This design comes from an exercise in tuning for small area and a short achievable clock period on the open sky130 flow, not from production work. In this exercise RTL edits were held to simulation tests only and were not proved equivalent to the original. The clock input has no modelled driver; a real chip could not lean on it and would need a root buffer or a full tree.

==> inputs of run a <==
// sort_top
module sort_top (
  input             clk,
  input      [31:0] a, b, c, d, e, f,
  output reg [31:0] m, n, o, p, q, r
);
==> flow/config.mk <==
export PLATFORM = sky130hd
export DESIGN_NAME = sort_top
export DESIGN_NICKNAME = sort_top
export VERILOG_FILES = /design/flow/design.v
export SDC_FILE = /design/flow/constraint.sdc
export NUM_CORES = 4
export LEC_CHECK = 0
export CAP_MARGIN = 20
export CORE_MARGIN = 2
export CORE_UTILIZATION = 40
export SLEW_MARGIN = 20
export SYNTH_HIERARCHICAL = 1
export SYNTH_MINIMUM_KEEP_SIZE = 0
export BUFFER_PORTS_ARGS = -buffer_cell sky130_fd_sc_hd__buf_1
export PRE_CTS_TCL = /design/flow/flow/cts_hook.tcl
==> flow/constraint.sdc <==
create_clock -name core_clock -period 44.0 [get_ports {clk}]
set_input_delay 8.8000 -clock core_clock [delete_from_list [all_inputs] [get_ports {clk}]]
set_output_delay 8.8000 -clock core_clock [all_outputs]
set_load 0.01 [all_outputs]
standard.sh (not shown) runs the stock make flow with config.mk's settings and CLKGATE_MAP_FILE= SYNTH_SCRIPT=/design/flow/synth_recipe.tcl, a recipe that flattens the netlist after the stock synthesis.
==> flow/flow/run.sh <==
#!/bin/bash
# Layout flow: the standard flow (standard.sh) with two changes:
#  - the port buffers are the smallest buffer, buf_1;
#  - the clock tree is a two-level tree of clkbuf_16 built by flow/cts_hook.tcl
#    (run as ORFS's PRE_CTS hook) instead of TritonCTS.
# ORFS writes each tool's log under orfs/logs/; make's output goes to standard.log.
set -e
HERE=$(pwd)
cat >> config.mk <<EOC
export BUFFER_PORTS_ARGS = -buffer_cell sky130_fd_sc_hd__buf_1
export PRE_CTS_TCL = $HERE/flow/cts_hook.tcl
EOC
bash standard.sh > standard.log 2>&1
Other scripts of this flow, unchanged in this note and not shown: flow/flow/clock_tree.tcl, flow/flow/cts_hook.tcl
==> inputs of run b, as changes to run a <==
==> flow/flow/run.sh (replaced) <==
#!/bin/bash
# Layout flow: the standard flow (standard.sh) with three changes:
#  - the port buffers are the smallest buffer, buf_1;
#  - before detailed placement, each output flip-flop and its port buffer are
#    moved next to their port (flow/place_io_flops.tcl, ORFS's PRE_DETAIL_PLACE
#    hook); detailed placement then legalizes them;
#  - the clock tree is a two-level tree of clkbuf_16 built by flow/cts_hook.tcl
#    (ORFS's PRE_CTS hook) instead of TritonCTS.
# ORFS writes each tool's log under orfs/logs/; make's output goes to standard.log.
set -e
HERE=$(pwd)
cat >> config.mk <<EOC
export BUFFER_PORTS_ARGS = -buffer_cell sky130_fd_sc_hd__buf_1
export PRE_DETAIL_PLACE_TCL = $HERE/flow/place_io_flops.tcl
export PRE_CTS_TCL = $HERE/flow/cts_hook.tcl
EOC
bash standard.sh > standard.log 2>&1
==> flow/flow/place_io_flops.tcl (new file) <==
# Put each output port's buffer at the port, just inside the core, and the
# flip-flop that drives it right next to the buffer, so that the path from
# the flip-flop to the port is short. Detailed placement then legalizes.
proc io_flops_place {} {
  set block [ord::get_db_block]
  set core [$block getCoreArea]
  set cx0 [$core xMin]; set cy0 [$core yMin]; set cx1 [$core xMax]; set cy1 [$core yMax]
  set n 0
  foreach bterm [$block getBTerms] {
    if {[$bterm getIoType] != "OUTPUT"} { continue }
    set net [$bterm getNet]
    set buf ""
    foreach it [$net getITerms] { if {[$it isOutputSignal]} { set buf [$it getInst] } }
    if {$buf == ""} { continue }
    set ff ""
    foreach it [$buf getITerms] {
      if {[$it isInputSignal]} {
        foreach it2 [[$it getNet] getITerms] { if {[$it2 isOutputSignal]} { set ff [$it2 getInst] } }
      }
    }
    if {$ff == "" || ![[$ff getMaster] isSequential]} { continue }
    set bb [$bterm getBBox]
    set px [expr {([$bb xMin] + [$bb xMax]) / 2}]
    set py [expr {([$bb yMin] + [$bb yMax]) / 2}]
    set bw [[$buf getMaster] getWidth]
    set fw [[$ff getMaster] getWidth]
    # clamp the port into the core; step inwards from the edge it sits on
    set x [expr {min(max($px, $cx0), $cx1 - $bw - $fw)}]
    set y [expr {min(max($py, $cy0), $cy1 - 2720)}]
    if {$px <= $cx0} {
      $buf setLocation $cx0 $y; $ff setLocation [expr {$cx0 + $bw}] $y
    } elseif {$px >= $cx1} {
      $buf setLocation [expr {$cx1 - $bw}] $y; $ff setLocation [expr {$cx1 - $bw - $fw}] $y
    } elseif {$py <= $cy0} {
      $buf setLocation $x $cy0; $ff setLocation [expr {$x + $bw}] $cy0
    } else {
      $buf setLocation $x [expr {$cy1 - 2720}]; $ff setLocation [expr {$x + $bw}] [expr {$cy1 - 2720}]
    }
    incr n
  }
  puts "io_flops_place: moved $n output flip-flops and buffers"
}
io_flops_place
Settings changed: PRE_DETAIL_PLACE_TCL from default to /design/flow/flow/place_io_flops.tcl.
==> notes.md <==
Against run a, the fmax of run b is higher by 0.91%. Run a ran to the end with no violations. Run b produced a clean layout. Flip-flop and latch count is the same in run a and run b. In final cell count, run b and run a do not differ. Against run b, the worst setup slack of run a is worse by 0.089 ns.
In every run of this note, the design's own scripts or RTL, not TritonCTS, make the clock network.

[afterwards: timing with drivers on the ports]
How much do the figures lean on ideal ports? The routed layouts below were timed once more, with nothing changed but the port constraints.
Step 1, drivers: a clkbuf_16 drives clk and a buf_2 each remaining input, both assumed.
Step 2 also shifts input and output timing later by t, the mid clock arrival at the registers, as if the neighbouring blocks saw the same clock.
a / b / c = ideal ports / drivers / drivers and shift; a / b = the first two.
run	t, ns	setup slack, ns	latest minus earliest clock arrival (ns)	worst register clock-pin slew, ns	worst slew at a driven data input, ns
run a	0.452	34.232 / 34.099 / 34.358	0.037 / 0.036	0.09 / 0.09	0.06
run b	0.486	34.320 / 34.182 / 34.320	0.061 / 0.062	0.11 / 0.11	0.06
After both steps setup and hold are still met in every run listed.
